Context: an optimization exercise on an open-source flow, tuned for small area and a short achievable clock period. The choices shown serve that exercise and are no tape-out recipe.
Where RTL was checked, it was by simulation tests only, not by an equivalence proof against the original.
Function not checked in run 2: the RTL went through the layout flow alone.

==> flow/design.v <==
module MultiTop(
    input             clk,
    input      [31:0] a,
    input      [31:0] b,
    output reg [31:0] prod
);
    reg  [31:0] a_q;
    reg  [31:0] b_q;
    wire [31:0] p;
    Multi multi(
        .a(a_q),
        .b(b_q),
        .prod(p)
    );
    always @(posedge clk) begin
        a_q  <= a;
        b_q  <= b;
        prod <= p;
    end
endmodule

module FALayer(
    input  [31:0]               a,
    input  [31:0]               b,
    input  [31:0]              c,
    output  [31:0]              result,
    output  [31:0]              carry
);
    assign result = a ^ b ^ c;
    assign carry = (a & b) | (c & (a ^ b));
endmodule
module Multi(
    input  [31:0]               a,
    input  [31:0]               b,
    output  [31:0]          prod
);
    assign prod[0] = a[0] & b[0];
    wire [31:0] result [0:29];
    wire [31:0] carry [0:29];
    genvar i;
    generate
        for (i = 0; i < 30; i = i + 1) begin: FALayerLoop
            if (i == 0) begin
                FALayer fa0(
                        .a(b[0] ? {1'b0, a[31:1]} : 32'b0),
                        .b(b[1] ? a : 32'b0),
                        .c(b[2] ? {a[30:0], 1'b0} : 32'b0),
                        .result(result[0]),
                        .carry(carry[0])
                    );
            end else begin
                FALayer fa(
                        .a({b[i + 1] ? a[31] : 1'b0, result[i - 1][31:1]}),
                        .b(carry[i - 1]),
                        .c(b[i + 2] ? {a[30:0], 1'b0} : 32'b0),
                        .result(result[i]),
                        .carry(carry[i])
                    );
            end
            assign prod[i + 1] = result[i][0];
        end
    endgenerate
    assign prod[31] = result[29][1] ^ carry[29][0];
endmodule
==> flow/run.sh <==
#!/bin/bash
# synth_recipe.tcl (not shown) runs the flow's synth.tcl, then flattens the netlist and writes it again
# the make line also repeats each setting of config.mk as NAME=value (left out here)
make -C /OpenROAD-flow-scripts/flow DESIGN_CONFIG=/design/flow/config.mk WORK_HOME=/design/flow/orfs CLKGATE_MAP_FILE= SYNTH_SCRIPT=/design/flow/synth_recipe.tcl finish
==> flow/config.mk <==
export PLATFORM = sky130hd
export DESIGN_NAME = MultiTop
export DESIGN_NICKNAME = MultiTop
export VERILOG_FILES = /design/flow/design.v
export SDC_FILE = /design/flow/constraint.sdc
export NUM_CORES = 4
export LEC_CHECK = 0
export CAP_MARGIN = 20
export CORE_MARGIN = 2
export CORE_UTILIZATION = 40
export SLEW_MARGIN = 20
==> flow/constraint.sdc <==
create_clock -name core_clock -period 17.0 [get_ports {clk}]
set_input_delay 3.4000 -clock core_clock [delete_from_list [all_inputs] [get_ports {clk}]]
set_output_delay 3.4000 -clock core_clock [all_outputs]
set_load 0.01 [all_outputs]
==> Flow_metrics.wiki, run 1 <==
{| class="wikitable"
! Metric !! Value
|-
| Mapped Nets || approximately 1800
|-
| Via count of the first global-routing pass || 10000
|-
| Total routing usage reported by global routing || 15.5%
|-
| Routability congestion estimate || 0.752
|-
| Hold Path Sink || prod[0]
|-
| Initial Utilization || 40.7%
|-
| Met3 wire length || between 800 and 900 um
|-
| Type of the worst setup path || reg -> reg
|-
| Post-Layout Cell Count || 1789
|-
| Total placed cells including tap cells || 1773
|-
| Result of the run || finished clean
|-
| Max-capacitance violation count || 0
|-
| Final hold slack || ~0.74 ns
|-
| Detailed-routed wire length on met2 || 13.8 mm
|-
| Clock buffers created by TritonCTS || 9
|-
| Detailed-route via count || between 8000 and 9000
|-
| Post-synth EDFFs || 0
|-
| Design area || 16500 um^2
|-
| Adder-cell share of the synthesized area || 60.8%
|-
| Dominant combinational cell family by area after synthesis || adder cells
|-
| Largest net degree at the start of global routing || 33
|-
| Count of input and output buffers || 96
|-
| Total congestion overflow after global routing || 0
|-
| Final sum of negative setup slack || 0 ns
|-
| Antenna violation net count after detailed routing || 0
|-
| Antenna diode count || 0
|-
| Count of H-tree levels built during CTS || 3
|-
| Crit-path leading delay family || adder cells
|-
| Count of inserted tapcells || around 470
|}
==> run 2: changes to the inputs <==
==> flow/design.v (replaced) <==
module MultiTop(
    input             clk,
    input      [31:0] a,
    input      [31:0] b,
    output reg [31:0] prod
);
    reg  [31:0] a_q;
    reg  [31:0] b_q;
    wire [31:0] p;
    Multi multi(
        .a(a_q),
        .b(b_q),
        .prod(p)
    );
    always @(posedge clk) begin
        a_q  <= a;
        b_q  <= b;
        prod <= p;
    end
endmodule

module FA(input a, input b, input c, output s, output co);
    assign s = a ^ b ^ c;
    assign co = (a & b) | (c & (a ^ b));
endmodule
module HA(input a, input b, output s, output co);
    assign s = a ^ b;
    assign co = a & b;
endmodule
module Multi(
    input  [31:0] a,
    input  [31:0] b,
    output [31:0] prod
);
    wire w1, w2, w3, w4, w5, w6, w7, w8, w9, w10, w11, w12, w13, w14, w15, w16;
    wire w17, w18, w19, w20, w21, w22, w23, w24, w25, w26, w27, w28, w29, w30, w31, w32;
    wire w33, w34, w35, w36, w37, w38, w39, w40, w41, w42, w43, w44, w45, w46, w47, w48;
    wire w49, w50, w51, w52, w53, w54, w55, w56, w57, w58, w59, w60, w61, w62, w63, w64;
    wire w65, w66, w67, w68, w69, w70, w71, w72, w73, w74, w75, w76, w77, w78, w79, w80;
    wire w81, w82, w83, w84, w85, w86, w87, w88, w89, w90, w91, w92, w93, w94, w95, w96;
    wire w97, w98, w99, w100, w101, w102, w103, w104, w105, w106, w107, w108, w109, w110, w111, w112;
    wire w113, w114, w115, w116, w117, w118, w119, w120, w121, w122, w123, w124, w125, w126, w127, w128;
    wire w129, w130, w131, w132, w133, w134, w135, w136, w137, w138, w139, w140, w141, w142, w143, w144;
    wire w145, w146, w147, w148, w149, w150, w151, w152, w153, w154, w155, w156, w157, w158, w159, w160;
    wire w161, w162, w163, w164, w165, w166, w167, w168, w169, w170, w171, w172, w173, w174, w175, w176;
    wire w177, w178, w179, w180, w181, w182, w183, w184, w185, w186, w187, w188, w189, w190, w191, w192;
    wire w193, w194, w195, w196, w197, w198, w199, w200, w201, w202, w203, w204, w205, w206, w207, w208;
    wire w209, w210, w211, w212, w213, w214, w215, w216, w217, w218, w219, w220, w221, w222, w223, w224;
    wire w225, w226, w227, w228, w229, w230, w231, w232, w233, w234, w235, w236, w237, w238, w239, w240;
    wire w241, w242, w243, w244, w245, w246, w247, w248, w249, w250, w251, w252, w253, w254, w255, w256;
    wire w257, w258, w259, w260, w261, w262, w263, w264, w265, w266, w267, w268, w269, w270, w271, w272;
    wire w273, w274, w275, w276, w277, w278, w279, w280, w281, w282, w283, w284, w285, w286, w287, w288;
    wire w289, w290, w291, w292, w293, w294, w295, w296, w297, w298, w299, w300, w301, w302, w303, w304;
    wire w305, w306, w307, w308, w309, w310, w311, w312, w313, w314, w315, w316, w317, w318, w319, w320;
    wire w321, w322, w323, w324, w325, w326, w327, w328, w329, w330, w331, w332, w333, w334, w335, w336;
    wire w337, w338, w339, w340, w341, w342, w343, w344, w345, w346, w347, w348, w349, w350, w351, w352;
    wire w353, w354, w355, w356, w357, w358, w359, w360, w361, w362, w363, w364, w365, w366, w367, w368;
    wire w369, w370, w371, w372, w373, w374, w375, w376, w377, w378, w379, w380, w381, w382, w383, w384;
    wire w385, w386, w387, w388, w389, w390, w391, w392, w393, w394, w395, w396, w397, w398, w399, w400;
    wire w401, w402, w403, w404, w405, w406, w407, w408, w409, w410, w411, w412, w413, w414, w415, w416;
    wire w417, w418, w419, w420, w421, w422, w423, w424, w425, w426, w427, w428, w429, w430, w431, w432;
    wire w433, w434, w435, w436, w437, w438, w439, w440, w441, w442, w443, w444, w445, w446, w447, w448;
    wire w449, w450, w451, w452, w453, w454, w455, w456, w457, w458, w459, w460, w461, w462, w463, w464;
    wire w465, w466, w467, w468, w469, w470, w471, w472, w473, w474, w475, w476, w477, w478, w479, w480;
    wire w481, w482, w483, w484, w485, w486, w487, w488, w489, w490, w491, w492, w493, w494, w495, w496;
    wire one0 = b[0] ^ 1'b0;
    wire two0 = (b[1] ^ b[0]) & ~(b[0] ^ 1'b0);
    wire neg0 = b[1] & ~(b[0] & 1'b0);
    wire [31:0] x0 = a[31:0] ^ {32{b[1]}};
    wire pp0_0 = (one0 & x0[0]) | (two0 & b[1]);
    wire pp0_1 = (one0 & x0[1]) | (two0 & x0[0]);
    wire pp0_2 = (one0 & x0[2]) | (two0 & x0[1]);
    wire pp0_3 = (one0 & x0[3]) | (two0 & x0[2]);
    wire pp0_4 = (one0 & x0[4]) | (two0 & x0[3]);
    wire pp0_5 = (one0 & x0[5]) | (two0 & x0[4]);
    wire pp0_6 = (one0 & x0[6]) | (two0 & x0[5]);
    wire pp0_7 = (one0 & x0[7]) | (two0 & x0[6]);
    wire pp0_8 = (one0 & x0[8]) | (two0 & x0[7]);
    wire pp0_9 = (one0 & x0[9]) | (two0 & x0[8]);
    wire pp0_10 = (one0 & x0[10]) | (two0 & x0[9]);
    wire pp0_11 = (one0 & x0[11]) | (two0 & x0[10]);
    wire pp0_12 = (one0 & x0[12]) | (two0 & x0[11]);
    wire pp0_13 = (one0 & x0[13]) | (two0 & x0[12]);
    wire pp0_14 = (one0 & x0[14]) | (two0 & x0[13]);
    wire pp0_15 = (one0 & x0[15]) | (two0 & x0[14]);
    wire pp0_16 = (one0 & x0[16]) | (two0 & x0[15]);
    wire pp0_17 = (one0 & x0[17]) | (two0 & x0[16]);
    wire pp0_18 = (one0 & x0[18]) | (two0 & x0[17]);
    wire pp0_19 = (one0 & x0[19]) | (two0 & x0[18]);
    wire pp0_20 = (one0 & x0[20]) | (two0 & x0[19]);
    wire pp0_21 = (one0 & x0[21]) | (two0 & x0[20]);
    wire pp0_22 = (one0 & x0[22]) | (two0 & x0[21]);
    wire pp0_23 = (one0 & x0[23]) | (two0 & x0[22]);
    wire pp0_24 = (one0 & x0[24]) | (two0 & x0[23]);
    wire pp0_25 = (one0 & x0[25]) | (two0 & x0[24]);
    wire pp0_26 = (one0 & x0[26]) | (two0 & x0[25]);
    wire pp0_27 = (one0 & x0[27]) | (two0 & x0[26]);
    wire pp0_28 = (one0 & x0[28]) | (two0 & x0[27]);
    wire pp0_29 = (one0 & x0[29]) | (two0 & x0[28]);
    wire pp0_30 = (one0 & x0[30]) | (two0 & x0[29]);
    wire pp0_31 = (one0 & x0[31]) | (two0 & x0[30]);
    wire one1 = b[2] ^ b[1];
    wire two1 = (b[3] ^ b[2]) & ~(b[2] ^ b[1]);
    wire neg1 = b[3] & ~(b[2] & b[1]);
    wire [29:0] x1 = a[29:0] ^ {30{b[3]}};
    wire pp1_0 = (one1 & x1[0]) | (two1 & b[3]);
    wire pp1_1 = (one1 & x1[1]) | (two1 & x1[0]);
    wire pp1_2 = (one1 & x1[2]) | (two1 & x1[1]);
    wire pp1_3 = (one1 & x1[3]) | (two1 & x1[2]);
    wire pp1_4 = (one1 & x1[4]) | (two1 & x1[3]);
    wire pp1_5 = (one1 & x1[5]) | (two1 & x1[4]);
    wire pp1_6 = (one1 & x1[6]) | (two1 & x1[5]);
    wire pp1_7 = (one1 & x1[7]) | (two1 & x1[6]);
    wire pp1_8 = (one1 & x1[8]) | (two1 & x1[7]);
    wire pp1_9 = (one1 & x1[9]) | (two1 & x1[8]);
    wire pp1_10 = (one1 & x1[10]) | (two1 & x1[9]);
    wire pp1_11 = (one1 & x1[11]) | (two1 & x1[10]);
    wire pp1_12 = (one1 & x1[12]) | (two1 & x1[11]);
    wire pp1_13 = (one1 & x1[13]) | (two1 & x1[12]);
    wire pp1_14 = (one1 & x1[14]) | (two1 & x1[13]);
    wire pp1_15 = (one1 & x1[15]) | (two1 & x1[14]);
    wire pp1_16 = (one1 & x1[16]) | (two1 & x1[15]);
    wire pp1_17 = (one1 & x1[17]) | (two1 & x1[16]);
    wire pp1_18 = (one1 & x1[18]) | (two1 & x1[17]);
    wire pp1_19 = (one1 & x1[19]) | (two1 & x1[18]);
    wire pp1_20 = (one1 & x1[20]) | (two1 & x1[19]);
    wire pp1_21 = (one1 & x1[21]) | (two1 & x1[20]);
    wire pp1_22 = (one1 & x1[22]) | (two1 & x1[21]);
    wire pp1_23 = (one1 & x1[23]) | (two1 & x1[22]);
    wire pp1_24 = (one1 & x1[24]) | (two1 & x1[23]);
    wire pp1_25 = (one1 & x1[25]) | (two1 & x1[24]);
    wire pp1_26 = (one1 & x1[26]) | (two1 & x1[25]);
    wire pp1_27 = (one1 & x1[27]) | (two1 & x1[26]);
    wire pp1_28 = (one1 & x1[28]) | (two1 & x1[27]);
    wire pp1_29 = (one1 & x1[29]) | (two1 & x1[28]);
    wire one2 = b[4] ^ b[3];
    wire two2 = (b[5] ^ b[4]) & ~(b[4] ^ b[3]);
    wire neg2 = b[5] & ~(b[4] & b[3]);
    wire [27:0] x2 = a[27:0] ^ {28{b[5]}};
    wire pp2_0 = (one2 & x2[0]) | (two2 & b[5]);
    wire pp2_1 = (one2 & x2[1]) | (two2 & x2[0]);
    wire pp2_2 = (one2 & x2[2]) | (two2 & x2[1]);
    wire pp2_3 = (one2 & x2[3]) | (two2 & x2[2]);
    wire pp2_4 = (one2 & x2[4]) | (two2 & x2[3]);
    wire pp2_5 = (one2 & x2[5]) | (two2 & x2[4]);
    wire pp2_6 = (one2 & x2[6]) | (two2 & x2[5]);
    wire pp2_7 = (one2 & x2[7]) | (two2 & x2[6]);
    wire pp2_8 = (one2 & x2[8]) | (two2 & x2[7]);
    wire pp2_9 = (one2 & x2[9]) | (two2 & x2[8]);
    wire pp2_10 = (one2 & x2[10]) | (two2 & x2[9]);
    wire pp2_11 = (one2 & x2[11]) | (two2 & x2[10]);
    wire pp2_12 = (one2 & x2[12]) | (two2 & x2[11]);
    wire pp2_13 = (one2 & x2[13]) | (two2 & x2[12]);
    wire pp2_14 = (one2 & x2[14]) | (two2 & x2[13]);
    wire pp2_15 = (one2 & x2[15]) | (two2 & x2[14]);
    wire pp2_16 = (one2 & x2[16]) | (two2 & x2[15]);
    wire pp2_17 = (one2 & x2[17]) | (two2 & x2[16]);
    wire pp2_18 = (one2 & x2[18]) | (two2 & x2[17]);
    wire pp2_19 = (one2 & x2[19]) | (two2 & x2[18]);
    wire pp2_20 = (one2 & x2[20]) | (two2 & x2[19]);
    wire pp2_21 = (one2 & x2[21]) | (two2 & x2[20]);
    wire pp2_22 = (one2 & x2[22]) | (two2 & x2[21]);
    wire pp2_23 = (one2 & x2[23]) | (two2 & x2[22]);
    wire pp2_24 = (one2 & x2[24]) | (two2 & x2[23]);
    wire pp2_25 = (one2 & x2[25]) | (two2 & x2[24]);
    wire pp2_26 = (one2 & x2[26]) | (two2 & x2[25]);
    wire pp2_27 = (one2 & x2[27]) | (two2 & x2[26]);
    wire one3 = b[6] ^ b[5];
    wire two3 = (b[7] ^ b[6]) & ~(b[6] ^ b[5]);
    wire neg3 = b[7] & ~(b[6] & b[5]);
    wire [25:0] x3 = a[25:0] ^ {26{b[7]}};
    wire pp3_0 = (one3 & x3[0]) | (two3 & b[7]);
    wire pp3_1 = (one3 & x3[1]) | (two3 & x3[0]);
    wire pp3_2 = (one3 & x3[2]) | (two3 & x3[1]);
    wire pp3_3 = (one3 & x3[3]) | (two3 & x3[2]);
    wire pp3_4 = (one3 & x3[4]) | (two3 & x3[3]);
    wire pp3_5 = (one3 & x3[5]) | (two3 & x3[4]);
    wire pp3_6 = (one3 & x3[6]) | (two3 & x3[5]);
    wire pp3_7 = (one3 & x3[7]) | (two3 & x3[6]);
    wire pp3_8 = (one3 & x3[8]) | (two3 & x3[7]);
    wire pp3_9 = (one3 & x3[9]) | (two3 & x3[8]);
    wire pp3_10 = (one3 & x3[10]) | (two3 & x3[9]);
    wire pp3_11 = (one3 & x3[11]) | (two3 & x3[10]);
    wire pp3_12 = (one3 & x3[12]) | (two3 & x3[11]);
    wire pp3_13 = (one3 & x3[13]) | (two3 & x3[12]);
    wire pp3_14 = (one3 & x3[14]) | (two3 & x3[13]);
    wire pp3_15 = (one3 & x3[15]) | (two3 & x3[14]);
    wire pp3_16 = (one3 & x3[16]) | (two3 & x3[15]);
    wire pp3_17 = (one3 & x3[17]) | (two3 & x3[16]);
    wire pp3_18 = (one3 & x3[18]) | (two3 & x3[17]);
    wire pp3_19 = (one3 & x3[19]) | (two3 & x3[18]);
    wire pp3_20 = (one3 & x3[20]) | (two3 & x3[19]);
    wire pp3_21 = (one3 & x3[21]) | (two3 & x3[20]);
    wire pp3_22 = (one3 & x3[22]) | (two3 & x3[21]);
    wire pp3_23 = (one3 & x3[23]) | (two3 & x3[22]);
    wire pp3_24 = (one3 & x3[24]) | (two3 & x3[23]);
    wire pp3_25 = (one3 & x3[25]) | (two3 & x3[24]);
    wire one4 = b[8] ^ b[7];
    wire two4 = (b[9] ^ b[8]) & ~(b[8] ^ b[7]);
    wire neg4 = b[9] & ~(b[8] & b[7]);
    wire [23:0] x4 = a[23:0] ^ {24{b[9]}};
    wire pp4_0 = (one4 & x4[0]) | (two4 & b[9]);
    wire pp4_1 = (one4 & x4[1]) | (two4 & x4[0]);
    wire pp4_2 = (one4 & x4[2]) | (two4 & x4[1]);
    wire pp4_3 = (one4 & x4[3]) | (two4 & x4[2]);
    wire pp4_4 = (one4 & x4[4]) | (two4 & x4[3]);
    wire pp4_5 = (one4 & x4[5]) | (two4 & x4[4]);
    wire pp4_6 = (one4 & x4[6]) | (two4 & x4[5]);
    wire pp4_7 = (one4 & x4[7]) | (two4 & x4[6]);
    wire pp4_8 = (one4 & x4[8]) | (two4 & x4[7]);
    wire pp4_9 = (one4 & x4[9]) | (two4 & x4[8]);
    wire pp4_10 = (one4 & x4[10]) | (two4 & x4[9]);
    wire pp4_11 = (one4 & x4[11]) | (two4 & x4[10]);
    wire pp4_12 = (one4 & x4[12]) | (two4 & x4[11]);
    wire pp4_13 = (one4 & x4[13]) | (two4 & x4[12]);
    wire pp4_14 = (one4 & x4[14]) | (two4 & x4[13]);
    wire pp4_15 = (one4 & x4[15]) | (two4 & x4[14]);
    wire pp4_16 = (one4 & x4[16]) | (two4 & x4[15]);
    wire pp4_17 = (one4 & x4[17]) | (two4 & x4[16]);
    wire pp4_18 = (one4 & x4[18]) | (two4 & x4[17]);
    wire pp4_19 = (one4 & x4[19]) | (two4 & x4[18]);
    wire pp4_20 = (one4 & x4[20]) | (two4 & x4[19]);
    wire pp4_21 = (one4 & x4[21]) | (two4 & x4[20]);
    wire pp4_22 = (one4 & x4[22]) | (two4 & x4[21]);
    wire pp4_23 = (one4 & x4[23]) | (two4 & x4[22]);
    wire one5 = b[10] ^ b[9];
    wire two5 = (b[11] ^ b[10]) & ~(b[10] ^ b[9]);
    wire neg5 = b[11] & ~(b[10] & b[9]);
    wire [21:0] x5 = a[21:0] ^ {22{b[11]}};
    wire pp5_0 = (one5 & x5[0]) | (two5 & b[11]);
    wire pp5_1 = (one5 & x5[1]) | (two5 & x5[0]);
    wire pp5_2 = (one5 & x5[2]) | (two5 & x5[1]);
    wire pp5_3 = (one5 & x5[3]) | (two5 & x5[2]);
    wire pp5_4 = (one5 & x5[4]) | (two5 & x5[3]);
    wire pp5_5 = (one5 & x5[5]) | (two5 & x5[4]);
    wire pp5_6 = (one5 & x5[6]) | (two5 & x5[5]);
    wire pp5_7 = (one5 & x5[7]) | (two5 & x5[6]);
    wire pp5_8 = (one5 & x5[8]) | (two5 & x5[7]);
    wire pp5_9 = (one5 & x5[9]) | (two5 & x5[8]);
    wire pp5_10 = (one5 & x5[10]) | (two5 & x5[9]);
    wire pp5_11 = (one5 & x5[11]) | (two5 & x5[10]);
    wire pp5_12 = (one5 & x5[12]) | (two5 & x5[11]);
    wire pp5_13 = (one5 & x5[13]) | (two5 & x5[12]);
    wire pp5_14 = (one5 & x5[14]) | (two5 & x5[13]);
    wire pp5_15 = (one5 & x5[15]) | (two5 & x5[14]);
    wire pp5_16 = (one5 & x5[16]) | (two5 & x5[15]);
    wire pp5_17 = (one5 & x5[17]) | (two5 & x5[16]);
    wire pp5_18 = (one5 & x5[18]) | (two5 & x5[17]);
    wire pp5_19 = (one5 & x5[19]) | (two5 & x5[18]);
    wire pp5_20 = (one5 & x5[20]) | (two5 & x5[19]);
    wire pp5_21 = (one5 & x5[21]) | (two5 & x5[20]);
    wire one6 = b[12] ^ b[11];
    wire two6 = (b[13] ^ b[12]) & ~(b[12] ^ b[11]);
    wire neg6 = b[13] & ~(b[12] & b[11]);
    wire [19:0] x6 = a[19:0] ^ {20{b[13]}};
    wire pp6_0 = (one6 & x6[0]) | (two6 & b[13]);
    wire pp6_1 = (one6 & x6[1]) | (two6 & x6[0]);
    wire pp6_2 = (one6 & x6[2]) | (two6 & x6[1]);
    wire pp6_3 = (one6 & x6[3]) | (two6 & x6[2]);
    wire pp6_4 = (one6 & x6[4]) | (two6 & x6[3]);
    wire pp6_5 = (one6 & x6[5]) | (two6 & x6[4]);
    wire pp6_6 = (one6 & x6[6]) | (two6 & x6[5]);
    wire pp6_7 = (one6 & x6[7]) | (two6 & x6[6]);
    wire pp6_8 = (one6 & x6[8]) | (two6 & x6[7]);
    wire pp6_9 = (one6 & x6[9]) | (two6 & x6[8]);
    wire pp6_10 = (one6 & x6[10]) | (two6 & x6[9]);
    wire pp6_11 = (one6 & x6[11]) | (two6 & x6[10]);
    wire pp6_12 = (one6 & x6[12]) | (two6 & x6[11]);
    wire pp6_13 = (one6 & x6[13]) | (two6 & x6[12]);
    wire pp6_14 = (one6 & x6[14]) | (two6 & x6[13]);
    wire pp6_15 = (one6 & x6[15]) | (two6 & x6[14]);
    wire pp6_16 = (one6 & x6[16]) | (two6 & x6[15]);
    wire pp6_17 = (one6 & x6[17]) | (two6 & x6[16]);
    wire pp6_18 = (one6 & x6[18]) | (two6 & x6[17]);
    wire pp6_19 = (one6 & x6[19]) | (two6 & x6[18]);
    wire one7 = b[14] ^ b[13];
    wire two7 = (b[15] ^ b[14]) & ~(b[14] ^ b[13]);
    wire neg7 = b[15] & ~(b[14] & b[13]);
    wire [17:0] x7 = a[17:0] ^ {18{b[15]}};
    wire pp7_0 = (one7 & x7[0]) | (two7 & b[15]);
    wire pp7_1 = (one7 & x7[1]) | (two7 & x7[0]);
    wire pp7_2 = (one7 & x7[2]) | (two7 & x7[1]);
    wire pp7_3 = (one7 & x7[3]) | (two7 & x7[2]);
    wire pp7_4 = (one7 & x7[4]) | (two7 & x7[3]);
    wire pp7_5 = (one7 & x7[5]) | (two7 & x7[4]);
    wire pp7_6 = (one7 & x7[6]) | (two7 & x7[5]);
    wire pp7_7 = (one7 & x7[7]) | (two7 & x7[6]);
    wire pp7_8 = (one7 & x7[8]) | (two7 & x7[7]);
    wire pp7_9 = (one7 & x7[9]) | (two7 & x7[8]);
    wire pp7_10 = (one7 & x7[10]) | (two7 & x7[9]);
    wire pp7_11 = (one7 & x7[11]) | (two7 & x7[10]);
    wire pp7_12 = (one7 & x7[12]) | (two7 & x7[11]);
    wire pp7_13 = (one7 & x7[13]) | (two7 & x7[12]);
    wire pp7_14 = (one7 & x7[14]) | (two7 & x7[13]);
    wire pp7_15 = (one7 & x7[15]) | (two7 & x7[14]);
    wire pp7_16 = (one7 & x7[16]) | (two7 & x7[15]);
    wire pp7_17 = (one7 & x7[17]) | (two7 & x7[16]);
    wire one8 = b[16] ^ b[15];
    wire two8 = (b[17] ^ b[16]) & ~(b[16] ^ b[15]);
    wire neg8 = b[17] & ~(b[16] & b[15]);
    wire [15:0] x8 = a[15:0] ^ {16{b[17]}};
    wire pp8_0 = (one8 & x8[0]) | (two8 & b[17]);
    wire pp8_1 = (one8 & x8[1]) | (two8 & x8[0]);
    wire pp8_2 = (one8 & x8[2]) | (two8 & x8[1]);
    wire pp8_3 = (one8 & x8[3]) | (two8 & x8[2]);
    wire pp8_4 = (one8 & x8[4]) | (two8 & x8[3]);
    wire pp8_5 = (one8 & x8[5]) | (two8 & x8[4]);
    wire pp8_6 = (one8 & x8[6]) | (two8 & x8[5]);
    wire pp8_7 = (one8 & x8[7]) | (two8 & x8[6]);
    wire pp8_8 = (one8 & x8[8]) | (two8 & x8[7]);
    wire pp8_9 = (one8 & x8[9]) | (two8 & x8[8]);
    wire pp8_10 = (one8 & x8[10]) | (two8 & x8[9]);
    wire pp8_11 = (one8 & x8[11]) | (two8 & x8[10]);
    wire pp8_12 = (one8 & x8[12]) | (two8 & x8[11]);
    wire pp8_13 = (one8 & x8[13]) | (two8 & x8[12]);
    wire pp8_14 = (one8 & x8[14]) | (two8 & x8[13]);
    wire pp8_15 = (one8 & x8[15]) | (two8 & x8[14]);
    wire one9 = b[18] ^ b[17];
    wire two9 = (b[19] ^ b[18]) & ~(b[18] ^ b[17]);
    wire neg9 = b[19] & ~(b[18] & b[17]);
    wire [13:0] x9 = a[13:0] ^ {14{b[19]}};
    wire pp9_0 = (one9 & x9[0]) | (two9 & b[19]);
    wire pp9_1 = (one9 & x9[1]) | (two9 & x9[0]);
    wire pp9_2 = (one9 & x9[2]) | (two9 & x9[1]);
    wire pp9_3 = (one9 & x9[3]) | (two9 & x9[2]);
    wire pp9_4 = (one9 & x9[4]) | (two9 & x9[3]);
    wire pp9_5 = (one9 & x9[5]) | (two9 & x9[4]);
    wire pp9_6 = (one9 & x9[6]) | (two9 & x9[5]);
    wire pp9_7 = (one9 & x9[7]) | (two9 & x9[6]);
    wire pp9_8 = (one9 & x9[8]) | (two9 & x9[7]);
    wire pp9_9 = (one9 & x9[9]) | (two9 & x9[8]);
    wire pp9_10 = (one9 & x9[10]) | (two9 & x9[9]);
    wire pp9_11 = (one9 & x9[11]) | (two9 & x9[10]);
    wire pp9_12 = (one9 & x9[12]) | (two9 & x9[11]);
    wire pp9_13 = (one9 & x9[13]) | (two9 & x9[12]);
    wire one10 = b[20] ^ b[19];
    wire two10 = (b[21] ^ b[20]) & ~(b[20] ^ b[19]);
    wire neg10 = b[21] & ~(b[20] & b[19]);
    wire [11:0] x10 = a[11:0] ^ {12{b[21]}};
    wire pp10_0 = (one10 & x10[0]) | (two10 & b[21]);
    wire pp10_1 = (one10 & x10[1]) | (two10 & x10[0]);
    wire pp10_2 = (one10 & x10[2]) | (two10 & x10[1]);
    wire pp10_3 = (one10 & x10[3]) | (two10 & x10[2]);
    wire pp10_4 = (one10 & x10[4]) | (two10 & x10[3]);
    wire pp10_5 = (one10 & x10[5]) | (two10 & x10[4]);
    wire pp10_6 = (one10 & x10[6]) | (two10 & x10[5]);
    wire pp10_7 = (one10 & x10[7]) | (two10 & x10[6]);
    wire pp10_8 = (one10 & x10[8]) | (two10 & x10[7]);
    wire pp10_9 = (one10 & x10[9]) | (two10 & x10[8]);
    wire pp10_10 = (one10 & x10[10]) | (two10 & x10[9]);
    wire pp10_11 = (one10 & x10[11]) | (two10 & x10[10]);
    wire one11 = b[22] ^ b[21];
    wire two11 = (b[23] ^ b[22]) & ~(b[22] ^ b[21]);
    wire neg11 = b[23] & ~(b[22] & b[21]);
    wire [9:0] x11 = a[9:0] ^ {10{b[23]}};
    wire pp11_0 = (one11 & x11[0]) | (two11 & b[23]);
    wire pp11_1 = (one11 & x11[1]) | (two11 & x11[0]);
    wire pp11_2 = (one11 & x11[2]) | (two11 & x11[1]);
    wire pp11_3 = (one11 & x11[3]) | (two11 & x11[2]);
    wire pp11_4 = (one11 & x11[4]) | (two11 & x11[3]);
    wire pp11_5 = (one11 & x11[5]) | (two11 & x11[4]);
    wire pp11_6 = (one11 & x11[6]) | (two11 & x11[5]);
    wire pp11_7 = (one11 & x11[7]) | (two11 & x11[6]);
    wire pp11_8 = (one11 & x11[8]) | (two11 & x11[7]);
    wire pp11_9 = (one11 & x11[9]) | (two11 & x11[8]);
    wire one12 = b[24] ^ b[23];
    wire two12 = (b[25] ^ b[24]) & ~(b[24] ^ b[23]);
    wire neg12 = b[25] & ~(b[24] & b[23]);
    wire [7:0] x12 = a[7:0] ^ {8{b[25]}};
    wire pp12_0 = (one12 & x12[0]) | (two12 & b[25]);
    wire pp12_1 = (one12 & x12[1]) | (two12 & x12[0]);
    wire pp12_2 = (one12 & x12[2]) | (two12 & x12[1]);
    wire pp12_3 = (one12 & x12[3]) | (two12 & x12[2]);
    wire pp12_4 = (one12 & x12[4]) | (two12 & x12[3]);
    wire pp12_5 = (one12 & x12[5]) | (two12 & x12[4]);
    wire pp12_6 = (one12 & x12[6]) | (two12 & x12[5]);
    wire pp12_7 = (one12 & x12[7]) | (two12 & x12[6]);
    wire one13 = b[26] ^ b[25];
    wire two13 = (b[27] ^ b[26]) & ~(b[26] ^ b[25]);
    wire neg13 = b[27] & ~(b[26] & b[25]);
    wire [5:0] x13 = a[5:0] ^ {6{b[27]}};
    wire pp13_0 = (one13 & x13[0]) | (two13 & b[27]);
    wire pp13_1 = (one13 & x13[1]) | (two13 & x13[0]);
    wire pp13_2 = (one13 & x13[2]) | (two13 & x13[1]);
    wire pp13_3 = (one13 & x13[3]) | (two13 & x13[2]);
    wire pp13_4 = (one13 & x13[4]) | (two13 & x13[3]);
    wire pp13_5 = (one13 & x13[5]) | (two13 & x13[4]);
    wire one14 = b[28] ^ b[27];
    wire two14 = (b[29] ^ b[28]) & ~(b[28] ^ b[27]);
    wire neg14 = b[29] & ~(b[28] & b[27]);
    wire [3:0] x14 = a[3:0] ^ {4{b[29]}};
    wire pp14_0 = (one14 & x14[0]) | (two14 & b[29]);
    wire pp14_1 = (one14 & x14[1]) | (two14 & x14[0]);
    wire pp14_2 = (one14 & x14[2]) | (two14 & x14[1]);
    wire pp14_3 = (one14 & x14[3]) | (two14 & x14[2]);
    wire one15 = b[30] ^ b[29];
    wire two15 = (b[31] ^ b[30]) & ~(b[30] ^ b[29]);
    wire neg15 = b[31] & ~(b[30] & b[29]);
    wire [1:0] x15 = a[1:0] ^ {2{b[31]}};
    wire pp15_0 = (one15 & x15[0]) | (two15 & b[31]);
    wire pp15_1 = (one15 & x15[1]) | (two15 & x15[0]);
    HA ha1(.a(neg0), .b(pp0_0), .s(w1), .co(w2));
    HA ha2(.a(pp0_1), .b(w2), .s(w3), .co(w4));
    FA fa1(.a(neg1), .b(pp0_2), .c(pp1_0), .s(w5), .co(w6));
    HA ha3(.a(w4), .b(w5), .s(w7), .co(w8));
    FA fa2(.a(pp0_3), .b(pp1_1), .c(w6), .s(w9), .co(w10));
    HA ha4(.a(w8), .b(w9), .s(w11), .co(w12));
    FA fa3(.a(neg2), .b(pp0_4), .c(pp1_2), .s(w13), .co(w14));
    FA fa4(.a(pp2_0), .b(w13), .c(w10), .s(w15), .co(w16));
    HA ha5(.a(w12), .b(w15), .s(w17), .co(w18));
    FA fa5(.a(pp0_5), .b(pp1_3), .c(pp2_1), .s(w19), .co(w20));
    FA fa6(.a(w14), .b(w19), .c(w16), .s(w21), .co(w22));
    HA ha6(.a(w18), .b(w21), .s(w23), .co(w24));
    FA fa7(.a(neg3), .b(pp0_6), .c(pp1_4), .s(w25), .co(w26));
    FA fa8(.a(pp2_2), .b(pp3_0), .c(w20), .s(w27), .co(w28));
    FA fa9(.a(w25), .b(w27), .c(w22), .s(w29), .co(w30));
    HA ha7(.a(w24), .b(w29), .s(w31), .co(w32));
    FA fa10(.a(pp0_7), .b(pp1_5), .c(pp2_3), .s(w33), .co(w34));
    FA fa11(.a(pp3_1), .b(w26), .c(w33), .s(w35), .co(w36));
    FA fa12(.a(w28), .b(w35), .c(w30), .s(w37), .co(w38));
    HA ha8(.a(w32), .b(w37), .s(w39), .co(w40));
    FA fa13(.a(neg4), .b(pp0_8), .c(pp1_6), .s(w41), .co(w42));
    FA fa14(.a(pp2_4), .b(pp3_2), .c(pp4_0), .s(w43), .co(w44));
    FA fa15(.a(w34), .b(w41), .c(w43), .s(w45), .co(w46));
    FA fa16(.a(w36), .b(w45), .c(w38), .s(w47), .co(w48));
    FA fa17(.a(pp0_9), .b(pp1_7), .c(pp2_5), .s(w49), .co(w50));
    FA fa18(.a(pp3_3), .b(pp4_1), .c(w42), .s(w51), .co(w52));
    FA fa19(.a(w44), .b(w49), .c(w51), .s(w53), .co(w54));
    FA fa20(.a(w46), .b(w53), .c(w48), .s(w55), .co(w56));
    FA fa21(.a(neg5), .b(pp0_10), .c(pp1_8), .s(w57), .co(w58));
    FA fa22(.a(pp2_6), .b(pp3_4), .c(pp4_2), .s(w59), .co(w60));
    FA fa23(.a(pp5_0), .b(w50), .c(w57), .s(w61), .co(w62));
    FA fa24(.a(w59), .b(w52), .c(w61), .s(w63), .co(w64));
    FA fa25(.a(w54), .b(w63), .c(w56), .s(w65), .co(w66));
    FA fa26(.a(pp0_11), .b(pp1_9), .c(pp2_7), .s(w67), .co(w68));
    FA fa27(.a(pp3_5), .b(pp4_3), .c(pp5_1), .s(w69), .co(w70));
    FA fa28(.a(w58), .b(w60), .c(w67), .s(w71), .co(w72));
    FA fa29(.a(w69), .b(w62), .c(w71), .s(w73), .co(w74));
    FA fa30(.a(w64), .b(w73), .c(w66), .s(w75), .co(w76));
    FA fa31(.a(neg6), .b(pp0_12), .c(pp1_10), .s(w77), .co(w78));
    FA fa32(.a(pp2_8), .b(pp3_6), .c(pp4_4), .s(w79), .co(w80));
    FA fa33(.a(pp5_2), .b(pp6_0), .c(w68), .s(w81), .co(w82));
    FA fa34(.a(w70), .b(w77), .c(w79), .s(w83), .co(w84));
    FA fa35(.a(w81), .b(w72), .c(w83), .s(w85), .co(w86));
    FA fa36(.a(w74), .b(w85), .c(w76), .s(w87), .co(w88));
    FA fa37(.a(pp0_13), .b(pp1_11), .c(pp2_9), .s(w89), .co(w90));
    FA fa38(.a(pp3_7), .b(pp4_5), .c(pp5_3), .s(w91), .co(w92));
    FA fa39(.a(pp6_1), .b(w78), .c(w80), .s(w93), .co(w94));
    FA fa40(.a(w89), .b(w91), .c(w82), .s(w95), .co(w96));
    FA fa41(.a(w84), .b(w93), .c(w95), .s(w97), .co(w98));
    FA fa42(.a(w86), .b(w97), .c(w88), .s(w99), .co(w100));
    FA fa43(.a(neg7), .b(pp0_14), .c(pp1_12), .s(w101), .co(w102));
    FA fa44(.a(pp2_10), .b(pp3_8), .c(pp4_6), .s(w103), .co(w104));
    FA fa45(.a(pp5_4), .b(pp6_2), .c(pp7_0), .s(w105), .co(w106));
    FA fa46(.a(w90), .b(w92), .c(w101), .s(w107), .co(w108));
    FA fa47(.a(w103), .b(w105), .c(w94), .s(w109), .co(w110));
    FA fa48(.a(w107), .b(w96), .c(w109), .s(w111), .co(w112));
    FA fa49(.a(w98), .b(w111), .c(w100), .s(w113), .co(w114));
    FA fa50(.a(pp0_15), .b(pp1_13), .c(pp2_11), .s(w115), .co(w116));
    FA fa51(.a(pp3_9), .b(pp4_7), .c(pp5_5), .s(w117), .co(w118));
    FA fa52(.a(pp6_3), .b(pp7_1), .c(w102), .s(w119), .co(w120));
    FA fa53(.a(w104), .b(w106), .c(w115), .s(w121), .co(w122));
    FA fa54(.a(w117), .b(w119), .c(w108), .s(w123), .co(w124));
    FA fa55(.a(w121), .b(w110), .c(w123), .s(w125), .co(w126));
    FA fa56(.a(w112), .b(w125), .c(w114), .s(w127), .co(w128));
    FA fa57(.a(neg8), .b(pp0_16), .c(pp1_14), .s(w129), .co(w130));
    FA fa58(.a(pp2_12), .b(pp3_10), .c(pp4_8), .s(w131), .co(w132));
    FA fa59(.a(pp5_6), .b(pp6_4), .c(pp7_2), .s(w133), .co(w134));
    FA fa60(.a(pp8_0), .b(w116), .c(w118), .s(w135), .co(w136));
    FA fa61(.a(w129), .b(w131), .c(w133), .s(w137), .co(w138));
    FA fa62(.a(w120), .b(w122), .c(w135), .s(w139), .co(w140));
    FA fa63(.a(w137), .b(w124), .c(w139), .s(w141), .co(w142));
    FA fa64(.a(w126), .b(w141), .c(w128), .s(w143), .co(w144));
    FA fa65(.a(pp0_17), .b(pp1_15), .c(pp2_13), .s(w145), .co(w146));
    FA fa66(.a(pp3_11), .b(pp4_9), .c(pp5_7), .s(w147), .co(w148));
    FA fa67(.a(pp6_5), .b(pp7_3), .c(pp8_1), .s(w149), .co(w150));
    FA fa68(.a(w130), .b(w132), .c(w134), .s(w151), .co(w152));
    FA fa69(.a(w145), .b(w147), .c(w149), .s(w153), .co(w154));
    FA fa70(.a(w136), .b(w138), .c(w151), .s(w155), .co(w156));
    FA fa71(.a(w153), .b(w140), .c(w155), .s(w157), .co(w158));
    FA fa72(.a(w142), .b(w157), .c(w144), .s(w159), .co(w160));
    FA fa73(.a(neg9), .b(pp0_18), .c(pp1_16), .s(w161), .co(w162));
    FA fa74(.a(pp2_14), .b(pp3_12), .c(pp4_10), .s(w163), .co(w164));
    FA fa75(.a(pp5_8), .b(pp6_6), .c(pp7_4), .s(w165), .co(w166));
    FA fa76(.a(pp8_2), .b(pp9_0), .c(w146), .s(w167), .co(w168));
    FA fa77(.a(w148), .b(w150), .c(w161), .s(w169), .co(w170));
    FA fa78(.a(w163), .b(w165), .c(w152), .s(w171), .co(w172));
    FA fa79(.a(w167), .b(w154), .c(w169), .s(w173), .co(w174));
    FA fa80(.a(w171), .b(w156), .c(w173), .s(w175), .co(w176));
    FA fa81(.a(w158), .b(w175), .c(w160), .s(w177), .co(w178));
    FA fa82(.a(pp0_19), .b(pp1_17), .c(pp2_15), .s(w179), .co(w180));
    FA fa83(.a(pp3_13), .b(pp4_11), .c(pp5_9), .s(w181), .co(w182));
    FA fa84(.a(pp6_7), .b(pp7_5), .c(pp8_3), .s(w183), .co(w184));
    FA fa85(.a(pp9_1), .b(w162), .c(w164), .s(w185), .co(w186));
    FA fa86(.a(w166), .b(w179), .c(w181), .s(w187), .co(w188));
    FA fa87(.a(w183), .b(w168), .c(w170), .s(w189), .co(w190));
    FA fa88(.a(w185), .b(w187), .c(w172), .s(w191), .co(w192));
    FA fa89(.a(w189), .b(w174), .c(w191), .s(w193), .co(w194));
    FA fa90(.a(w176), .b(w193), .c(w178), .s(w195), .co(w196));
    FA fa91(.a(neg10), .b(pp0_20), .c(pp1_18), .s(w197), .co(w198));
    FA fa92(.a(pp2_16), .b(pp3_14), .c(pp4_12), .s(w199), .co(w200));
    FA fa93(.a(pp5_10), .b(pp6_8), .c(pp7_6), .s(w201), .co(w202));
    FA fa94(.a(pp8_4), .b(pp9_2), .c(pp10_0), .s(w203), .co(w204));
    FA fa95(.a(w180), .b(w182), .c(w184), .s(w205), .co(w206));
    FA fa96(.a(w197), .b(w199), .c(w201), .s(w207), .co(w208));
    FA fa97(.a(w203), .b(w186), .c(w188), .s(w209), .co(w210));
    FA fa98(.a(w205), .b(w207), .c(w190), .s(w211), .co(w212));
    FA fa99(.a(w209), .b(w192), .c(w211), .s(w213), .co(w214));
    FA fa100(.a(w194), .b(w213), .c(w196), .s(w215), .co(w216));
    FA fa101(.a(pp0_21), .b(pp1_19), .c(pp2_17), .s(w217), .co(w218));
    FA fa102(.a(pp3_15), .b(pp4_13), .c(pp5_11), .s(w219), .co(w220));
    FA fa103(.a(pp6_9), .b(pp7_7), .c(pp8_5), .s(w221), .co(w222));
    FA fa104(.a(pp9_3), .b(pp10_1), .c(w198), .s(w223), .co(w224));
    FA fa105(.a(w200), .b(w202), .c(w204), .s(w225), .co(w226));
    FA fa106(.a(w217), .b(w219), .c(w221), .s(w227), .co(w228));
    FA fa107(.a(w206), .b(w223), .c(w208), .s(w229), .co(w230));
    FA fa108(.a(w225), .b(w227), .c(w210), .s(w231), .co(w232));
    FA fa109(.a(w229), .b(w212), .c(w231), .s(w233), .co(w234));
    FA fa110(.a(w214), .b(w233), .c(w216), .s(w235), .co(w236));
    FA fa111(.a(neg11), .b(pp0_22), .c(pp1_20), .s(w237), .co(w238));
    FA fa112(.a(pp2_18), .b(pp3_16), .c(pp4_14), .s(w239), .co(w240));
    FA fa113(.a(pp5_12), .b(pp6_10), .c(pp7_8), .s(w241), .co(w242));
    FA fa114(.a(pp8_6), .b(pp9_4), .c(pp10_2), .s(w243), .co(w244));
    FA fa115(.a(pp11_0), .b(w218), .c(w220), .s(w245), .co(w246));
    FA fa116(.a(w222), .b(w237), .c(w239), .s(w247), .co(w248));
    FA fa117(.a(w241), .b(w243), .c(w224), .s(w249), .co(w250));
    FA fa118(.a(w226), .b(w228), .c(w245), .s(w251), .co(w252));
    FA fa119(.a(w247), .b(w249), .c(w230), .s(w253), .co(w254));
    FA fa120(.a(w251), .b(w232), .c(w253), .s(w255), .co(w256));
    FA fa121(.a(w234), .b(w255), .c(w236), .s(w257), .co(w258));
    FA fa122(.a(pp0_23), .b(pp1_21), .c(pp2_19), .s(w259), .co(w260));
    FA fa123(.a(pp3_17), .b(pp4_15), .c(pp5_13), .s(w261), .co(w262));
    FA fa124(.a(pp6_11), .b(pp7_9), .c(pp8_7), .s(w263), .co(w264));
    FA fa125(.a(pp9_5), .b(pp10_3), .c(pp11_1), .s(w265), .co(w266));
    FA fa126(.a(w238), .b(w240), .c(w242), .s(w267), .co(w268));
    FA fa127(.a(w244), .b(w259), .c(w261), .s(w269), .co(w270));
    FA fa128(.a(w263), .b(w265), .c(w246), .s(w271), .co(w272));
    FA fa129(.a(w248), .b(w267), .c(w269), .s(w273), .co(w274));
    FA fa130(.a(w250), .b(w271), .c(w252), .s(w275), .co(w276));
    FA fa131(.a(w273), .b(w254), .c(w275), .s(w277), .co(w278));
    FA fa132(.a(w256), .b(w277), .c(w258), .s(w279), .co(w280));
    FA fa133(.a(neg12), .b(pp0_24), .c(pp1_22), .s(w281), .co(w282));
    FA fa134(.a(pp2_20), .b(pp3_18), .c(pp4_16), .s(w283), .co(w284));
    FA fa135(.a(pp5_14), .b(pp6_12), .c(pp7_10), .s(w285), .co(w286));
    FA fa136(.a(pp8_8), .b(pp9_6), .c(pp10_4), .s(w287), .co(w288));
    FA fa137(.a(pp11_2), .b(pp12_0), .c(w260), .s(w289), .co(w290));
    FA fa138(.a(w262), .b(w264), .c(w266), .s(w291), .co(w292));
    FA fa139(.a(w281), .b(w283), .c(w285), .s(w293), .co(w294));
    FA fa140(.a(w287), .b(w268), .c(w289), .s(w295), .co(w296));
    FA fa141(.a(w270), .b(w291), .c(w293), .s(w297), .co(w298));
    FA fa142(.a(w272), .b(w295), .c(w274), .s(w299), .co(w300));
    FA fa143(.a(w297), .b(w276), .c(w299), .s(w301), .co(w302));
    FA fa144(.a(w278), .b(w301), .c(w280), .s(w303), .co(w304));
    FA fa145(.a(pp0_25), .b(pp1_23), .c(pp2_21), .s(w305), .co(w306));
    FA fa146(.a(pp3_19), .b(pp4_17), .c(pp5_15), .s(w307), .co(w308));
    FA fa147(.a(pp6_13), .b(pp7_11), .c(pp8_9), .s(w309), .co(w310));
    FA fa148(.a(pp9_7), .b(pp10_5), .c(pp11_3), .s(w311), .co(w312));
    FA fa149(.a(pp12_1), .b(w282), .c(w284), .s(w313), .co(w314));
    FA fa150(.a(w286), .b(w288), .c(w305), .s(w315), .co(w316));
    FA fa151(.a(w307), .b(w309), .c(w311), .s(w317), .co(w318));
    FA fa152(.a(w290), .b(w292), .c(w294), .s(w319), .co(w320));
    FA fa153(.a(w313), .b(w315), .c(w317), .s(w321), .co(w322));
    FA fa154(.a(w296), .b(w319), .c(w298), .s(w323), .co(w324));
    FA fa155(.a(w321), .b(w300), .c(w323), .s(w325), .co(w326));
    FA fa156(.a(w302), .b(w325), .c(w304), .s(w327), .co(w328));
    FA fa157(.a(neg13), .b(pp0_26), .c(pp1_24), .s(w329), .co(w330));
    FA fa158(.a(pp2_22), .b(pp3_20), .c(pp4_18), .s(w331), .co(w332));
    FA fa159(.a(pp5_16), .b(pp6_14), .c(pp7_12), .s(w333), .co(w334));
    FA fa160(.a(pp8_10), .b(pp9_8), .c(pp10_6), .s(w335), .co(w336));
    FA fa161(.a(pp11_4), .b(pp12_2), .c(pp13_0), .s(w337), .co(w338));
    FA fa162(.a(w306), .b(w308), .c(w310), .s(w339), .co(w340));
    FA fa163(.a(w312), .b(w329), .c(w331), .s(w341), .co(w342));
    FA fa164(.a(w333), .b(w335), .c(w337), .s(w343), .co(w344));
    FA fa165(.a(w314), .b(w316), .c(w318), .s(w345), .co(w346));
    FA fa166(.a(w339), .b(w341), .c(w343), .s(w347), .co(w348));
    FA fa167(.a(w320), .b(w322), .c(w345), .s(w349), .co(w350));
    FA fa168(.a(w347), .b(w324), .c(w349), .s(w351), .co(w352));
    FA fa169(.a(w326), .b(w351), .c(w328), .s(w353), .co(w354));
    FA fa170(.a(pp0_27), .b(pp1_25), .c(pp2_23), .s(w355), .co(w356));
    FA fa171(.a(pp3_21), .b(pp4_19), .c(pp5_17), .s(w357), .co(w358));
    FA fa172(.a(pp6_15), .b(pp7_13), .c(pp8_11), .s(w359), .co(w360));
    FA fa173(.a(pp9_9), .b(pp10_7), .c(pp11_5), .s(w361), .co(w362));
    FA fa174(.a(pp12_3), .b(pp13_1), .c(w330), .s(w363), .co(w364));
    FA fa175(.a(w332), .b(w334), .c(w336), .s(w365), .co(w366));
    FA fa176(.a(w338), .b(w355), .c(w357), .s(w367), .co(w368));
    FA fa177(.a(w359), .b(w361), .c(w340), .s(w369), .co(w370));
    FA fa178(.a(w363), .b(w342), .c(w344), .s(w371), .co(w372));
    FA fa179(.a(w365), .b(w367), .c(w369), .s(w373), .co(w374));
    FA fa180(.a(w346), .b(w348), .c(w371), .s(w375), .co(w376));
    FA fa181(.a(w373), .b(w350), .c(w375), .s(w377), .co(w378));
    FA fa182(.a(w352), .b(w377), .c(w354), .s(w379), .co(w380));
    FA fa183(.a(neg14), .b(pp0_28), .c(pp1_26), .s(w381), .co(w382));
    FA fa184(.a(pp2_24), .b(pp3_22), .c(pp4_20), .s(w383), .co(w384));
    FA fa185(.a(pp5_18), .b(pp6_16), .c(pp7_14), .s(w385), .co(w386));
    FA fa186(.a(pp8_12), .b(pp9_10), .c(pp10_8), .s(w387), .co(w388));
    FA fa187(.a(pp11_6), .b(pp12_4), .c(pp13_2), .s(w389), .co(w390));
    FA fa188(.a(pp14_0), .b(w356), .c(w358), .s(w391), .co(w392));
    FA fa189(.a(w360), .b(w362), .c(w381), .s(w393), .co(w394));
    FA fa190(.a(w383), .b(w385), .c(w387), .s(w395), .co(w396));
    FA fa191(.a(w389), .b(w364), .c(w366), .s(w397), .co(w398));
    FA fa192(.a(w368), .b(w391), .c(w393), .s(w399), .co(w400));
    FA fa193(.a(w395), .b(w370), .c(w397), .s(w401), .co(w402));
    FA fa194(.a(w372), .b(w399), .c(w374), .s(w403), .co(w404));
    FA fa195(.a(w401), .b(w376), .c(w403), .s(w405), .co(w406));
    FA fa196(.a(w378), .b(w405), .c(w380), .s(w407), .co(w408));
    FA fa197(.a(pp0_29), .b(pp1_27), .c(pp2_25), .s(w409), .co(w410));
    FA fa198(.a(pp3_23), .b(pp4_21), .c(pp5_19), .s(w411), .co(w412));
    FA fa199(.a(pp6_17), .b(pp7_15), .c(pp8_13), .s(w413), .co(w414));
    FA fa200(.a(pp9_11), .b(pp10_9), .c(pp11_7), .s(w415), .co(w416));
    FA fa201(.a(pp12_5), .b(pp13_3), .c(pp14_1), .s(w417), .co(w418));
    FA fa202(.a(w382), .b(w384), .c(w386), .s(w419), .co(w420));
    FA fa203(.a(w388), .b(w390), .c(w409), .s(w421), .co(w422));
    FA fa204(.a(w411), .b(w413), .c(w415), .s(w423), .co(w424));
    FA fa205(.a(w417), .b(w392), .c(w394), .s(w425), .co(w426));
    FA fa206(.a(w396), .b(w419), .c(w421), .s(w427), .co(w428));
    FA fa207(.a(w423), .b(w398), .c(w400), .s(w429), .co(w430));
    FA fa208(.a(w425), .b(w427), .c(w402), .s(w431), .co(w432));
    FA fa209(.a(w429), .b(w404), .c(w431), .s(w433), .co(w434));
    FA fa210(.a(w406), .b(w433), .c(w408), .s(w435), .co(w436));
    FA fa211(.a(neg15), .b(pp0_30), .c(pp1_28), .s(w437), .co(w438));
    FA fa212(.a(pp2_26), .b(pp3_24), .c(pp4_22), .s(w439), .co(w440));
    FA fa213(.a(pp5_20), .b(pp6_18), .c(pp7_16), .s(w441), .co(w442));
    FA fa214(.a(pp8_14), .b(pp9_12), .c(pp10_10), .s(w443), .co(w444));
    FA fa215(.a(pp11_8), .b(pp12_6), .c(pp13_4), .s(w445), .co(w446));
    FA fa216(.a(pp14_2), .b(pp15_0), .c(w410), .s(w447), .co(w448));
    FA fa217(.a(w412), .b(w414), .c(w416), .s(w449), .co(w450));
    FA fa218(.a(w418), .b(w437), .c(w439), .s(w451), .co(w452));
    FA fa219(.a(w441), .b(w443), .c(w445), .s(w453), .co(w454));
    FA fa220(.a(w420), .b(w447), .c(w422), .s(w455), .co(w456));
    FA fa221(.a(w424), .b(w449), .c(w451), .s(w457), .co(w458));
    FA fa222(.a(w453), .b(w426), .c(w428), .s(w459), .co(w460));
    FA fa223(.a(w455), .b(w457), .c(w430), .s(w461), .co(w462));
    FA fa224(.a(w459), .b(w432), .c(w461), .s(w463), .co(w464));
    FA fa225(.a(w434), .b(w463), .c(w436), .s(w465), .co(w466));
    assign prod[0] = w1;
    assign prod[1] = w3;
    assign prod[2] = w7;
    assign prod[3] = w11;
    assign prod[4] = w17;
    assign prod[5] = w23;
    assign prod[6] = w31;
    assign prod[7] = w39;
    wire g8 = w40 & w47;
    wire p8 = w40 ^ w47;
    wire g9 = 1'b0;
    wire p9 = w55;
    wire g10 = 1'b0;
    wire p10 = w65;
    wire g11 = 1'b0;
    wire p11 = w75;
    wire g12 = 1'b0;
    wire p12 = w87;
    wire g13 = 1'b0;
    wire p13 = w99;
    wire g14 = 1'b0;
    wire p14 = w113;
    wire g15 = 1'b0;
    wire p15 = w127;
    wire g16 = 1'b0;
    wire p16 = w143;
    wire g17 = 1'b0;
    wire p17 = w159;
    wire g18 = 1'b0;
    wire p18 = w177;
    wire g19 = 1'b0;
    wire p19 = w195;
    wire g20 = 1'b0;
    wire p20 = w215;
    wire g21 = 1'b0;
    wire p21 = w235;
    wire g22 = 1'b0;
    wire p22 = w257;
    wire g23 = 1'b0;
    wire p23 = w279;
    wire g24 = 1'b0;
    wire p24 = w303;
    wire g25 = 1'b0;
    wire p25 = w327;
    wire g26 = 1'b0;
    wire p26 = w353;
    wire g27 = 1'b0;
    wire p27 = w379;
    wire g28 = 1'b0;
    wire p28 = w407;
    wire g29 = 1'b0;
    wire p29 = w435;
    wire g30 = 1'b0;
    wire p30 = w465;
    wire G9_8 = g9 | (p9 & g8);
    wire G11_10 = g11 | (p11 & g10);
    wire P11_10 = p11 & p10;
    wire G13_12 = g13 | (p13 & g12);
    wire P13_12 = p13 & p12;
    wire G15_14 = g15 | (p15 & g14);
    wire P15_14 = p15 & p14;
    wire G17_16 = g17 | (p17 & g16);
    wire P17_16 = p17 & p16;
    wire G19_18 = g19 | (p19 & g18);
    wire P19_18 = p19 & p18;
    wire G21_20 = g21 | (p21 & g20);
    wire P21_20 = p21 & p20;
    wire G23_22 = g23 | (p23 & g22);
    wire P23_22 = p23 & p22;
    wire G25_24 = g25 | (p25 & g24);
    wire P25_24 = p25 & p24;
    wire G27_26 = g27 | (p27 & g26);
    wire P27_26 = p27 & p26;
    wire G29_28 = g29 | (p29 & g28);
    wire P29_28 = p29 & p28;
    wire G11_8 = G11_10 | (P11_10 & G9_8);
    wire G15_12 = G15_14 | (P15_14 & G13_12);
    wire P15_12 = P15_14 & P13_12;
    wire G19_16 = G19_18 | (P19_18 & G17_16);
    wire P19_16 = P19_18 & P17_16;
    wire G23_20 = G23_22 | (P23_22 & G21_20);
    wire P23_20 = P23_22 & P21_20;
    wire G27_24 = G27_26 | (P27_26 & G25_24);
    wire P27_24 = P27_26 & P25_24;
    wire G15_8 = G15_12 | (P15_12 & G11_8);
    wire G23_16 = G23_20 | (P23_20 & G19_16);
    wire P23_16 = P23_20 & P19_16;
    wire G23_8 = G23_16 | (P23_16 & G15_8);
    wire G19_8 = G19_16 | (P19_16 & G15_8);
    wire G27_8 = G27_24 | (P27_24 & G23_8);
    wire G13_8 = G13_12 | (P13_12 & G11_8);
    wire G17_8 = G17_16 | (P17_16 & G15_8);
    wire G21_8 = G21_20 | (P21_20 & G19_8);
    wire G25_8 = G25_24 | (P25_24 & G23_8);
    wire G29_8 = G29_28 | (P29_28 & G27_8);
    wire G10_8 = g10 | (p10 & G9_8);
    wire G12_8 = g12 | (p12 & G11_8);
    wire G14_8 = g14 | (p14 & G13_8);
    wire G16_8 = g16 | (p16 & G15_8);
    wire G18_8 = g18 | (p18 & G17_8);
    wire G20_8 = g20 | (p20 & G19_8);
    wire G22_8 = g22 | (p22 & G21_8);
    wire G24_8 = g24 | (p24 & G23_8);
    wire G26_8 = g26 | (p26 & G25_8);
    wire G28_8 = g28 | (p28 & G27_8);
    wire G30_8 = g30 | (p30 & G29_8);
    assign prod[8] = p8;
    assign prod[9] = p9 ^ g8;
    assign prod[10] = p10 ^ G9_8;
    assign prod[11] = p11 ^ G10_8;
    assign prod[12] = p12 ^ G11_8;
    assign prod[13] = p13 ^ G12_8;
    assign prod[14] = p14 ^ G13_8;
    assign prod[15] = p15 ^ G14_8;
    assign prod[16] = p16 ^ G15_8;
    assign prod[17] = p17 ^ G16_8;
    assign prod[18] = p18 ^ G17_8;
    assign prod[19] = p19 ^ G18_8;
    assign prod[20] = p20 ^ G19_8;
    assign prod[21] = p21 ^ G20_8;
    assign prod[22] = p22 ^ G21_8;
    assign prod[23] = p23 ^ G22_8;
    assign prod[24] = p24 ^ G23_8;
    assign prod[25] = p25 ^ G24_8;
    assign prod[26] = p26 ^ G25_8;
    assign prod[27] = p27 ^ G26_8;
    assign prod[28] = p28 ^ G27_8;
    assign prod[29] = p29 ^ G28_8;
    assign prod[30] = p30 ^ G29_8;
    assign w467 = pp0_31 ^ pp1_29;
    assign w468 = pp2_27 ^ pp3_25;
    assign w469 = pp4_23 ^ pp5_21;
    assign w470 = pp6_19 ^ pp7_17;
    assign w471 = pp8_15 ^ pp9_13;
    assign w472 = pp10_11 ^ pp11_9;
    assign w473 = pp12_7 ^ pp13_5;
    assign w474 = pp14_3 ^ pp15_1;
    assign w475 = w467 ^ w468;
    assign w476 = w469 ^ w470;
    assign w477 = w471 ^ w472;
    assign w478 = w473 ^ w474;
    assign w479 = w438 ^ w440;
    assign w480 = w442 ^ w444;
    assign w481 = w446 ^ w475;
    assign w482 = w476 ^ w477;
    assign w483 = w478 ^ w479;
    assign w484 = w480 ^ w481;
    assign w485 = w482 ^ w448;
    assign w486 = w450 ^ w452;
    assign w487 = w454 ^ w483;
    assign w488 = w484 ^ w485;
    assign w489 = w486 ^ w487;
    assign w490 = w456 ^ w488;
    assign w491 = w458 ^ w489;
    assign w492 = w490 ^ w491;
    assign w493 = w460 ^ w492;
    assign w494 = w462 ^ w493;
    assign w495 = w494 ^ w464;
    assign w496 = w495 ^ w466;
    assign prod[31] = w496 ^ G30_8;
endmodule
==> Flow_metrics.wiki, run 2 <==
{| class="wikitable"
! Metric !! Value
|-
| Cell types with the largest area share after synthesis || fa_1 30%, a221o_1 14%, dfxtp_1 13% (was fa_1 58%, and2_1 15%, dfxtp_1 13%)
|-
| Post-synthesis instance area || 15000 um^2 (was 14900 um^2)
|-
| Synth cell count leaders || 258 x nand2_1, 229 x clkbuf_1, 225 x fa_1 (was 435 x fa_1, 354 x and2_1, 174 x nand2_1)
|-
| Avg Inst Size Synth || 9.06 um^2 (was 11.6 um^2)
|-
| Pin slew with the least headroom to its limit || 1.03 ns (was 1.04 ns)
|-
| Antenna diode count || 0 (unchanged)
|-
| Iteration-0 DRC Markers || 1850 (was 210)
|-
| Global-route wire length before repair || 75.4 mm (was 48.3 mm)
|-
| Type of element capturing the critical path || flip-flop (unchanged)
|-
| Largest fanout of any net on the critical path || 62 (was 29)
|-
| Detailed-route via count || 13500 (was 8619)
|-
| Count of H-tree levels built during CTS || 3 (unchanged)
|-
| Post-Layout Cell Count || 2012 (was 1789)
|-
| Crit-path leading delay family || adder cells (unchanged)
|-
| Worst flop-to-flop path startpoint || b_q[3] (was b_q[0])
|-
| Largest net degree at the start of global routing || 63 (was 33)
|-
| Synth-to-Final Area Change || 7.91% (was 10.7%)
|-
| CTS tree || done (unchanged)
|-
| Most frequent cells in the layout || 258 x nand2_1, 225 x fa_1, 206 x a221o_1, 204 x o221ai_1, 96 x clkdlybuf4s50_1 (was 435 x fa_1, 354 x and2_1, 174 x nand2_1, 96 x clkdlybuf4s50_1, 95 x dfxtp_1)
|-
| Result of the run || finished clean (unchanged)
|-
| Slew Viols, Final || 0 (unchanged)
|-
| Most common cell type on the critical path || fa_1 (unchanged)
|-
| Die extent in y || 197 um (about the same)
|-
| Type of the worst setup path || reg -> reg (unchanged)
|-
| Final Hold Vio Count || 0 (unchanged)
|-
| Clock transition time at the flip-flop clock pins of the worst setup and hold paths || 0.07 ns (about the same)
|-
| Maximum cell stage delay along the critical path || 0.98 ns (was 0.53 ns)
|-
| Core region area || 36700 um^2 (unchanged)
|-
| Slack of the worst reg-to-reg path || 1.48 ns (was 0.73 ns)
|-
| Count of standard-cell rows || 70 (unchanged)
|-
| Post-synth EDFFs || 0 (unchanged)
|-
| Final setup violation count || 0 (unchanged)
|-
| Number of buffers inserted to repair setup after CTS || 0 (unchanged)
|-
| Count of input and output buffers || 96 (unchanged)
|-
| Via count of the first global-routing pass || 12200 (was 10000)
|-
| FMAX || 64.5 MHz (was 61.5 MHz)
|-
| Setup repair after global routing missed its margin || no (unchanged)
|-
| Buffers from clock root to sink, at most || 2 (unchanged)
|-
| CTS sink cnt || 96 (unchanged)
|-
| Total placed cells including tap cells || 1996 (was 1773)
|-
| Clock buffers created by TritonCTS || 9 (unchanged)
|-
| Area of the die || 39000 um^2 (was 38900 um^2)
|-
| Count leader, synth || nand2_1 (was fa_1)
|-
| Max-capacitance violation count || 0 (unchanged)
|-
| Critical path startpoint || b_q[3] (was b_q[0])
|-
| Post-CTS Resized || 0 (unchanged)
|-
| Final sum of negative setup slack || 0 ns (unchanged)
|-
| Wire length reported by the detailed router || 49.5 mm (was 26.7 mm)
|-
| Worst setup skew after layout || 0.0115 ns (was 0.0106 ns)
|-
| Leading cell type in the layout, fill and taps excluded || nand2_1 (was fa_1)
|-
| Initial antenna violation count || 0 (unchanged)
|-
| Async set-or-reset flop fraction in the synthesized netlist || 0% (unchanged)
|-
| Post-detail-place hpwl || 35.7 mm (was 23.7 mm)
|-
| Post-Syn Instances || 1653 (was 1285)
|-
| Mean number of vias per cell || 6.71 (was 4.82)
|-
| Layout net count || 1865 (was 1846)
|-
| Type of element launching the critical path || flip-flop (unchanged)
|-
| Antenna violation net count after detailed routing || 0 (unchanged)
|-
| Yosys synthesis warning count || 1 (was 2)
|-
| Slew margin rel. || 31.1% (was 30.2%)
|-
| Leading register cell type out of synthesis || dfxtp_1 (unchanged)
|-
| Routability congestion estimate || 0.914 (was 0.752)
|-
| Ratio of cells with drive above 1 in the final layout || 5.57% (was 1.74%)
|-
| Worst hold path cell count || 2 (unchanged)
|-
| Routed length per instance || 24.6 um (was 14.9 um)
|-
| Width of the die || 197 um (about the same)
|-
| Initial Utilization || 40.8% (was 40.7%)
|-
| Iteration count of the initial detailed-routing pass || 8 (was 4)
|-
| Shortest period the worst path allows || 15.52 ns (was 16.27 ns)
|-
| Final standard cell utilization of the core || 44.0% (was 45.0%)
|-
| CP max-delay cell || dfxtp_2 (was fa_1)
|-
| Required time of the critical path || 17.27 ns (was 17.25 ns)
|-
| Master cell of the clock root buffer || clkbuf_16 (unchanged)
|-
| Remaining DRCs || 0 (unchanged)
|-
| Post-cts hold buffer count || 0 (unchanged)
|-
| Number of cells on the worst reg-to-reg path || 39 (was 40)
|-
| Reg-to-Reg End || prod[31] (unchanged)
|-
| Flip-flop and latch count after synthesis || 96 (unchanged)
|-
| Largest registers || a_q (32), b_q (32), prod (32) (unchanged)
|-
| Total routing usage reported by global routing || 25.5% (was 15.5%)
|-
| Post-synth top area cell || fa_1 (unchanged)
|-
| I/O pin total || 97 (unchanged)
|-
| Yosys top cell area share || 30.1% (was 58.3%)
|-
| Total congestion overflow after global routing || 0 (unchanged)
|-
| Library cells used by synthesis || 42 (was 13)
|-
| Mapped Nets || 1979 (was 1815)
|-
| Hold Path Sink || prod[0] (unchanged)
|-
| Total buffers and inverters traversed by the critical path || 1 (was 3)
|-
| Clock Latency Late Sink || 0.40 ns (was 0.38 ns)
|-
| Design area || 16200 um^2 (was 16500 um^2)
|-
| Sequential-to-total area share from yosys stat || 12.8% (was 12.9%)
|-
| Hold path start || b_q[1] (was a_q[0])
|-
| Kind of path behind the tightest hold check || reg -> reg (unchanged)
|-
| Placed instance area || 15900 um^2 (was 16200 um^2)
|-
| Period Utilization, post-route || 91.3% (was 95.7%)
|-
| Critical path data arrival time || 15.79 ns (was 16.52 ns)
|}
-- run 2: cell count changes after synthesis, sizes merged, moves of 54 or more --
| cell | previous run | this run |
|---|---|---|
| a21oi | 0 | 54 |
| a221o | 0 | 206 |
| and2 | 354 | 3 |
| clkbuf | 78 | 229 |
| fa | 435 | 225 |
| nand2 | 174 | 258 |
| o221ai | 0 | 204 |
-- run 2: worst max-delay path by stage --
stage                     cells after the start  endpoint
after floorplan                              43  prod[31]
after global placement                       39  prod[31]
after detailed placement                     39  prod[31]
after CTS                                    39  prod[31]
after global routing                         39  prod[31]
final                                        39  prod[31]
-- run 2: area by class of cell --
| class | instances | area (um^2) |
|---|---|---|
| fill | 3502 | 20500 |
| multi-input combinational | 1247 | 11900 |
| sequential | 96 | 1940 |
| timing repair buffer | 140 | 1290 |
| tap | 468 | 586 |
| clock buffer | 10 | 239 |
| inverter | 45 | 169 |
| clock inverter | 6 | 52.6 |
-- run 2: metrics by stage --
stage                     hold WS, ns  setup WS [ns]
final                            1.03           1.48
after global routing             1.06          0.752
after CTS                        1.01           1.50
after detailed placement        0.995           1.54
after global placement          0.998           1.81
after floorplan                 0.503           3.13
-- run 2: per-layer routing --
layer | share of wire [%] | global-route usage [%]
met3 | 8.8 | 3.96
met1 | 42 | 36.1
met5 | 0 | 0
met2 | 46 | 39.7
met4 | 3.1 | 8.49
-- run 2: kinds of logic after synthesis --
family,synth area share (%)
flops,12.8
compound gates,29.9
simple gates,11.6
buf+inv,7.81
fa+ha+maj,33.1
mux,2.21
xor+xnor,2.49
-- run 2: worst reg2reg max path, delay by kind of cell (launching register included) --
kind,cells,cell delay [ns]
buffers and inverters,1,0.08
xor gates and xnor gates,6,1.04
DFF,1,0.98
AOI/OAI and AO/OA,1,0.25
and+or+nand+nor,2,0.95
adders and majority gates,29,12.09

-- separate check: timing with driven ports --
The flow's constraints put no driver on any port. The routed layouts listed below were extracted and timed again, unchanged, in two steps. Step 1, drivers: a clkbuf_16 drives clk and a buf_2 each remaining input, both assumed. Step 2 moves the port delays by t, midway between the first and last clock arrival at a register: inputs arrive t later, outputs are due t later. That takes back most of the time a late clock gives input paths. Three values: ideal, step 1, step 2; two values: the first two.
| run | t, ns | setup slack, ns | worst setup path at the end | worst register clock-pin slew, ns | worst data-port slew with drivers (ns) |
|---|---|---|---|---|---|
| run 1 | 0.421 | 0.732 / 0.732 / 0.732 | register to register | 0.07 / 0.07 | 0.06 |
| run 2 | 0.447 | 1.485 / 1.485 / 1.485 | register to register | 0.08 / 0.08 | 0.04 |
After both steps setup and hold are still met in every run listed.
